This design comes from an exercise in tuning for small area on the open sky130 flow, not from production work. In this exercise RTL edits were held to simulation tests only and were not proved equivalent to the original. Power figures rest on the tool's default switching activity, not on a simulated workload.

## flow/config.mk

```make
export PLATFORM = sky130hd
export DESIGN_NAME = CRYPTO_PROCESSOR
export DESIGN_NICKNAME = CRYPTO_PROCESSOR
export VERILOG_FILES = /design/flow/design.v
export SDC_FILE = /design/flow/constraint.sdc
export NUM_CORES = 4
export LEC_CHECK = 0
export CAP_MARGIN = 20
export CORE_MARGIN = 2
export CORE_UTILIZATION = 40
export SLEW_MARGIN = 20
```

## flow/constraint.sdc

```tcl
create_clock -name core_clock -period 4.0 [get_ports {clk}]
set_input_delay 0.8000 -clock core_clock [delete_from_list [all_inputs] [get_ports {clk}]]
set_output_delay 0.8000 -clock core_clock [all_outputs]
set_load 0.01 [all_outputs]
```

## flow/run.sh

```bash
#!/bin/bash
# synth_recipe.tcl (not shown) runs the flow's synth.tcl, then flattens the netlist and writes it again
# the make line also repeats each setting of config.mk as NAME=value (left out here)
make -C /OpenROAD-flow-scripts/flow DESIGN_CONFIG=/design/flow/config.mk WORK_HOME=/design/flow/orfs CLKGATE_MAP_FILE= SYNTH_SCRIPT=/design/flow/synth_recipe.tcl finish
```

## flow/design.v

```verilog
module debounce (
	input wire clk, rst, btn,
	output reg db_level, db_tick
);
localparam [1:0]
				zero = 2'b00,
				wait0 = 2'b01,
				one = 2'b10,
				wait1 = 2'b11;
localparam N = 12;   
reg [N-1:0] q_reg, q_next;
reg [1:0] state, next_state;
always @(posedge clk, negedge rst) begin
	if(!rst) begin
		state <= zero;
		q_reg <= 0;
	end else begin
		state <= next_state;
		q_reg <= q_next;
	end
end
always @* begin
	next_state = state;  
	q_next = q_reg;  
	db_tick = 1'b0;  
	db_level = 1'b0;
	case (state)
	zero : begin
		db_level = 1'b0;
		if (!btn) begin
			next_state = wait1;
			q_next = {N{1'b1}};  
		end
	end
	wait1 : begin
	db_level = 1'b0;
		if (!btn) begin
			q_next = q_reg - 1;
			if (q_next == 0) begin
				next_state = one;
				db_tick = 1'b1;
			end
		end else  
			next_state = zero;
	end
	one : begin
	db_level = 1'b1;
	if (btn) begin
		next_state = wait0;
		q_next = {N{1'b1}};  
		end
	end
	wait0 : begin   
	db_level = 1'b1;
	if (btn) begin
		q_next = q_reg - 1;
		if (q_next == 0)
		next_state = zero;
		end
	else  
		next_state = one;
	end
	default : next_state = zero;
	endcase
end
endmodule
`timescale 1ns / 1ps
module Tausworthe #(parameter N = 8)(
    input wire clk_in,
	 input wire reset_in,
    input wire en_in,
	 output wire send,
    output wire [N-1:0] urng_out
);
localparam IDLE = 1'b0, GENERATE = 1'b1;
reg [31:0] s0, s1, s2;
reg [31:0] next_s0, next_s1, next_s2;
reg [31:0] urng_out_r, next_urng_out;
reg state, next_state;
reg done, next_done;
reg [31:0] c0, c1, c2;
	always@(posedge clk_in or negedge reset_in) begin
		if(!reset_in) begin
			state <= 0;
			s0 <= 32'h00FFFFFF;
			s1 <= 32'h00CCCCCC;
			s2 <= 32'h00FF00FF;
			c0 <= 32'hFFFFFFFE;
			c1 <= 32'hFFFFFFF8;
			c2 <= 32'hFFFFFFF0;
			urng_out_r <= 0;
			done <= 0;
		end else begin
			state <= next_state;
			s0 <= next_s0;
			s1 <= next_s1;
			s2 <= next_s2;
			urng_out_r <= next_urng_out;
			done <= next_done;
		end
	end
	always @* begin
		next_state = state;
		next_urng_out = urng_out_r;
		next_done = 0;
		next_s0 = s0;
		next_s1 = s1;
		next_s2 = s2;
		case(state) 
			IDLE: begin
				if(!en_in) begin
					next_state = GENERATE;
				end 
			end
			GENERATE: begin
				next_s0 = ((s0 & c0) << 12) ^ (((s0 << 13) ^ s0) >> 19);
            next_s1 = ((s1 & c1) << 4) ^ (((s1 << 2) ^ s1) >> 25);
            next_s2 = ((s2 & c2) << 17) ^ (((s2 << 3) ^ s2) >> 11);
            next_urng_out = next_s0 ^ next_s1 ^ next_s2;
				next_done = 1'b1;
				next_state = IDLE;
			end
		endcase
	end
	assign urng_out = urng_out_r[N-1:0];
	assign send = done;
endmodule
module scrambler
#(parameter N = 8)(
	input wire clk, rst, en,
	input wire [N-1:0] seed, data_in,
	output wire send_to_uart,
	output wire [N-1:0] data_out,
	output wire [N-1:0] data_in_reg
);
localparam IDLE = 1'b0, SCRAM = 1'b1;
reg state, next_state;
reg send_to_uart_reg, next_send_to_uart_reg;
reg [N-1:0] seed_reg, next_seed_reg;
reg [N-1:0] data_scram, next_data_scram;
reg [3:0] counter, counter_reg;
reg [N-1:0] data_in_hold;
always @(posedge clk) begin
	if(state == IDLE)
		data_in_hold <= data_in;
end
assign data_in_reg = (state == IDLE) ? data_in : data_in_hold;
always @(posedge clk or negedge rst) begin
	if(!rst) begin
		state <= 0;
		send_to_uart_reg <= 0;
		seed_reg <= {N{1'b0}};
		data_scram <= {N{1'b0}};
		counter <= 0;
	end else begin
		state <= next_state;
		data_scram <= next_data_scram;
		seed_reg <= next_seed_reg;
		send_to_uart_reg <= next_send_to_uart_reg;
		counter <= counter_reg;
	end
end
always @* begin
	next_state = state;
	next_data_scram = data_scram;
	next_seed_reg = seed_reg;
	next_send_to_uart_reg = send_to_uart_reg;
	counter_reg = counter;
	case(state)
		IDLE: begin
			next_send_to_uart_reg = 0;
			counter_reg = 0;
			if(en) begin
				next_state = SCRAM;
				next_seed_reg = seed;
				next_data_scram = data_scram;
			end
		end
		SCRAM: begin
			if(counter == 4'b0111) begin
				next_state = IDLE;
				next_data_scram = next_seed_reg;
				next_send_to_uart_reg = 1'b1;
			end else begin
				counter_reg = counter_reg + 1;
				next_seed_reg = {seed_reg[N-2:0], seed_reg[N-1] ^ seed_reg[N-2] ^ seed_reg[2]};
			end
		end
	endcase
end
assign data_out = data_in ^ data_scram;
assign send_to_uart = send_to_uart_reg;
endmodule
module Crypto_Module #(parameter N = 8) (
	input wire clk, rst, en,
	input wire [N-1:0] plain_text,
	output wire [N-1:0] cipher_text,
	output wire [N-1:0] plain_text_reg,
	output wire send_to_uart
);
	wire [N-1:0] seed;
	wire send;
	scrambler #(.N(N)) scram(
		.clk(clk),
		.rst(rst),
		.en(send),
		.data_in(plain_text),
		.seed(seed),
		.data_out(cipher_text),
		.send_to_uart(send_to_uart),
		.data_in_reg(plain_text_reg)
	);
	Tausworthe #(.N(N)) taus(
		.clk_in(clk),
		.reset_in(rst),
		.en_in(en),
		.send(send),
		.urng_out(seed)
	);
endmodule
module uart_tx
	#(parameter DBIT = 8,		 
					SB_TICK = 16	 
	)
	(
	 input wire clk, reset, tx_start, s_tick,
	 input wire [7:0] din,
	 output reg tx_done_tick,
	 output wire tx
	);
	localparam [1:0]
		idle = 2'b00,
		start = 2'b01,
		data = 2'b10,
		stop = 2'b11;
	reg [1:0] state, next_state;
	reg [3:0] s_reg, s_next;
	reg [2:0] n_reg, n_next;
	reg [7:0] din_reg, din_next;
	reg tx_reg, tx_next;
	always @(posedge clk, negedge reset)
		if(!reset) begin
			state <= 0;
			s_reg <= 0;
			n_reg <= 0;
			din_reg <= 0;
			tx_reg <= 1'b1;
		end else begin
			state <= next_state;
			s_reg <= s_next;
			n_reg <= n_next;
			din_reg <= din_next;
			tx_reg <= tx_next;
		end
	always @*
	begin
		next_state = state;
		tx_done_tick = 1'b0;
		s_next = s_reg;
		n_next = n_reg;
		din_next = din_reg;
		tx_next = tx_reg;
		case(state)
			idle:
				begin
					tx_next = 1'b1;
					if(tx_start)
						begin
							next_state = start;
							s_next = 0;
							din_next = din;
						end
				end
			start:
				begin
					tx_next = 1'b0;
					if(s_tick)
						if(s_reg ==15)
							begin
								next_state = data;
								s_next = 0;
								n_next = 0;
							end
						else
							s_next = s_reg + 1'b1;
				end
			data:
				begin
					tx_next = din_reg[0];
					if(s_tick)
						if(s_reg==15)
							begin
								s_next = 0;
								din_next = din_reg >> 1;
								if(n_reg == (DBIT-1))
									next_state = stop;
								else
									n_next = n_reg + 1'b1;
							end
						else
							s_next = s_reg +1'b1;
				end
			stop:
				begin
					tx_next = 1'b1;
					if(s_tick)
						if(s_reg == (SB_TICK-1))
							begin
								next_state = idle;
								tx_done_tick = 1'b1;
							end
						else
							s_next = s_reg + 1'b1;
				end
		endcase
	end
	assign tx = tx_reg;
endmodule
module mux #(parameter N = 8)(
	input wire select,
	input wire [N-1:0] in_1, in_2,
	output wire [N-1:0] out
);
	assign out = (select ? in_2 : in_1);
endmodule
module mod_m_counter
	#(
		parameter N=9,  
					 M=325	 
	)
	(
		input wire clk, rst,
		output wire max_tick,
		output wire [N-1:0] q
	);
	reg [N-1:0] r_reg;
	wire [N-1:0] r_next;
	always @(posedge clk or negedge rst) begin
		if(~rst)
			r_reg <= 0;
		else
			r_reg <= r_next;
	end
	assign r_next = (r_reg == (M - 1)) ? 0 : r_reg + 1;
	assign q = r_reg;
	assign max_tick = (r_reg == (M - 1)) ? 1'b1 : 1'b0;
endmodule
module CRYPTO_PROCESSOR #(parameter DBITS = 8)(
	input wire clk, rst, en, select,
	input wire [DBITS-1:0] plain_text,
	output wire [DBITS-1:0] led_out,
	output wire tx
);
	wire [DBITS-1:0] cipher_text, plain_text_reg;
	wire send_to_uart, send_to_crypto;
	parameter N = 9, M = 325;
	wire tx_done_tick;
	wire s_tick;
	wire [N-1:0] q;
	debounce btn_debounce(
		.clk(clk),
		.rst(rst),
		.btn(en),
		.db_level(),
		.db_tick(send_to_crypto)
	);
	Crypto_Module #(.N(DBITS)) crypto_mod(
		.clk(clk),
		.rst(rst),
		.en(!send_to_crypto),
		.plain_text(plain_text),
		.send_to_uart(send_to_uart),
		.cipher_text(cipher_text),
		.plain_text_reg(plain_text_reg)
	);
	uart_tx uart_tx_mod(
		.clk(clk),
		.reset(rst),
		.tx_start(send_to_uart),
		.s_tick(s_tick),
		.din(cipher_text),
		.tx_done_tick(tx_done_tick),
		.tx(tx)
	);
	mux #(.N(DBITS)) mux1 (
		.select(select),
		.in_1(cipher_text),
		.in_2(plain_text_reg),
		.out(led_out)
	);
	mod_m_counter #(.N(N),.M(M)) counter(
		.clk(clk),
		.rst(rst),
		.max_tick(s_tick),
		.q(q)
	);
endmodule
```

==> run summary <==
==> path summary, 6_finish.rpt <==
| check | slack [ns] | depth (start not counted) | startpoint | end |
|---|---|---|---|---|
| max in group asynchronous | 2.65 | 2 | rst | crypto_mod.taus.s1[19] |
| min in group core_clock | 0.47 | 1 | crypto_mod.scram.data_in_hold[2] | crypto_mod.scram.data_in_hold[2] |
| setup reg to reg | 1.53 | 3 | crypto_mod.scram.state | crypto_mod.scram.seed_reg[0] |
| setup / recovery | 0.61 | 3 | crypto_mod.scram.state | led_out[5] |
| hold reg to reg | 0.47 | 1 | crypto_mod.scram.data_in_hold[2] | crypto_mod.scram.data_in_hold[2] |
| hold / removal | 0.43 | 1 | rst | counter.r_reg[3] |
==> cells by family after synthesis <==
logic type / synth area share (%)
flip-flops: 53.9
multiplexers: 14.9
buffers and inverters: 2.60
XOR/XNOR: 8.56
adder cells (fa/ha/maj): 2.06
AND/OR/NAND/NOR: 9.41
AO/OA/AOI/OAI: 8.56
==> per-stage QoR <==
stage | util, % | std cells | worst slack (ns)
6_report | 46.4 | 973 | 0.609
3_3_place_gp | 43.0 | 941 | 0.785
2_1_floorplan | - | 685 | 1.68
4_1_cts | 46.4 | 973 | 0.563
3_5_place_dp | 43.0 | 941 | 0.780
5_1_grt | 46.4 | 973 | 0.491
==> cell usage after synthesis (3+ instances only) <==
cell	count	area share (%)
ha_1	13	2.1
and3_1	6	0.48
nand3_1	19	1.2
clkbuf_1	28	1.3
dfxtp_1	8	2.0
nor2_1	58	2.8
nor2b_1	4	0.32
a21oi_1	55	3.5
dfrtp_1	114	36
xor2_1	15	1.7
dfstp_2	47	16
nor3_1	6	0.38
xnor2_1	62	6.9
nand2_1	30	1.4
inv_1	18	0.86
a211oi_1	9	0.86
o21ai_0	32	2.0
mux2_2	84	12
nand2b_1	4	0.32
or3_1	5	0.40
mux2i_1	23	2.9
buf_1	3	0.14
a22o_1	4	0.44
==> power groups by stage <==
stage	clock network (mW)	registers, mW	logic (mW)
floorplan	0	1.78	0.126
global placement	0	1.81	0.177
detailed placement	0	1.81	0.183
CTS	1.91	1.78	0.184
global route	1.99	1.79	0.207
finish	1.86	1.78	0.179
==> critical path, delay by kind of cell (launching register included) <==
family | cells | cell delay, ns
mux | 2 | 0.71
buf+inv | 1 | 0.48
flops | 1 | 0.98
==> area by class of cell <==
| cell class | instances | area, um2 |
|---|---|---|
| multi-input cells | 464 | 3430 |
| clock buffers | 20 | 457 |
| clock inverters | 12 | 220 |
| inverters | 18 | 67.6 |
| well taps | 265 | 332 |
| repair buffers | 25 | 251 |
| fillers | 1825 | 10400 |
| flip-flops and latches | 169 | 4250 |
==> metal layers <==
layer | global-route usage [%] | up-vias | share of wire (%)
li1 | - | 2399 | -
met1 | 17.9 | 2387 | 46
met3 | 3.38 | 20 | 2.6
met2 | 24.3 | 63 | 50
met5 | 0 | - | 0
met4 | 5.72 | 0 | 1.6
==> flow_summary.json <==
{
  "fin_crit_sh_pct": 84.8,
  "p_int_mw": 3.01,
  "clockBufferDepth": 2,
  "dpl_cell_area_um2": 8330,
  "grt_pass1_vias": 4897,
  "numCtsBuffers": 17,
  "clk_latency_ns": 0.42,
  "cp_cell_sequence": "mux2_2 > mux2_2 > clkdlybuf4s50_1",
  "ir_worst_vdd_v": 0.000265,
  "p_switching_mw": 0.817,
  "power_density_nw_per_um2": 425,
  "reg_top3": "crypto_mod.taus.s0 x31, crypto_mod.taus.s1 x29, crypto_mod.taus.s2 x28",
  "boundaryPins": 21,
  "yosysWarnings": 5,
  "io_buffers": 20,
  "whs_ns": 0.429,
  "totalPowerFinal_mw": 3.83,
  "netlist_area_um2": 7880,
  "worstMarginPinSlew_ns": 0.961,
  "vias_per_cell": 5.00,
  "syn_area_per_cell_um2": 11.5,
  "setup_tns_ns": 0,
  "overflow": 0,
  "die_y_um": 144,
  "cts_tree": "done",
  "layout_common_cells": "dfrtp_1, mux2_2, xnor2_1, nor2_1, a21oi_1",
  "synth_edf_count": 0,
  "synth-seq-area-share_pct": 53.9,
  "totalWireLength_um": 13900,
  "die_x_um": 144,
  "finalInstanceArea_um2": 9010,
  "end_kind": "output pin",
  "postCtsSetupBuffers": 0,
  "via_count": 4869,
  "synth_seq_cells": 169,
  "holdBufCountCts": 0,
  "grt_start_max_net_pins": 89,
  "htree_num_levels": 4,
  "clock_skew_ns": 0.00829,
  "drt_iter0_drc": 220,
  "drive_gt1_share_pct": 24.6,
  "min_period_ns": 3.39,
  "core_area_um2": 19400,
  "post_cts_resized": 0,
  "p_leak_nw": 3.72,
  "required_ns": 3.20,
  "worstPathMaxFanout": 23,
  "dpl.hpwl_um": 9320,
  "antenna_found_initial": 0,
  "ys_types": 52,
  "rsz0062_at_grt": "false",
  "synth_ff_type": "dfrtp_1",
  "slowest_stage": "dfrtp_1",
  "fmax_mhz": 295,
  "worst_setup_path_start_kind": "flop",
  "diodes": 0,
  "globalplace.congestion": 0.752,
  "arrival_ns": 2.59,
  "switching_share_pct": 21.4,
  "pwr-share-comb_pct": 4.7,
  "rows": 51,
  "maxCapViolations": 0,
  "worstSetupPathType": "flop to output pin",
  "final-setup-viol-count": 0,
  "largest_reg_flops": 31,
  "grt_pass1_wl_um": 23700,
  "start_util_pct": 40.6,
  "cts_sinks": 169,
  "dieArea_um2": 20800,
  "area_delta_synth_final_pct": 14.3,
  "drc": 0,
  "drtAntennaViolNets": 0,
  "async_flop_share_pct": 95.3,
  "hp-class": "input port to async pin",
  "crit_top_cell": "mux2_2",
  "clkPwrFrac_pct": 48.7,
  "firstDrtPassIters": 5,
  "track_usage_pct": 14.4,
  "layout_commonest_cell": "dfrtp_1",
  "path_clk_slew_ns": 0.07,
  "slew_headroom_pct": 35.9,
  "synth_fp_nets": 710,
  "finalHoldViolCount": 0,
  "max_stage_delay_ns": 0.98,
  "largest_register": "crypto_mod.taus.s0",
  "synthCells": 685,
  "maxSlewViolCount": 0,
  "wire_per_inst_um": 14.3,
  "outcome": "timing/DRC/antenna clean",
  "clockRootBuffer": "clkbuf_16",
  "seq_power_share_pct": 46.6,
  "finalNetCount": 720
}

[re-timing with driven ports]
Ports are ideal in the flow. The routed layout listed here was re-timed in OpenROAD. Step 1 assumes that a clkbuf_16 drives the clock port and a buf_2 every other input. Step 2 adds t to the input delays and takes it off the output delays; t is the mean of the earliest and latest rising clock arrival at the registers after step 1. Input paths then give back, and output paths get back, about the clock's delay inside the block. Three values: ideal, step 1, step 2; two values: the first two.
t (ns): 0.464
setup WS [ns]: 0.609 / 0.565 / 0.751
worst register clock-pin slew, ns: 0.07 / 0.07
After both steps setup and hold are still met in this run. The setup slack of this run moves by -0.044 ns with the drivers and by +0.142 ns with both steps.
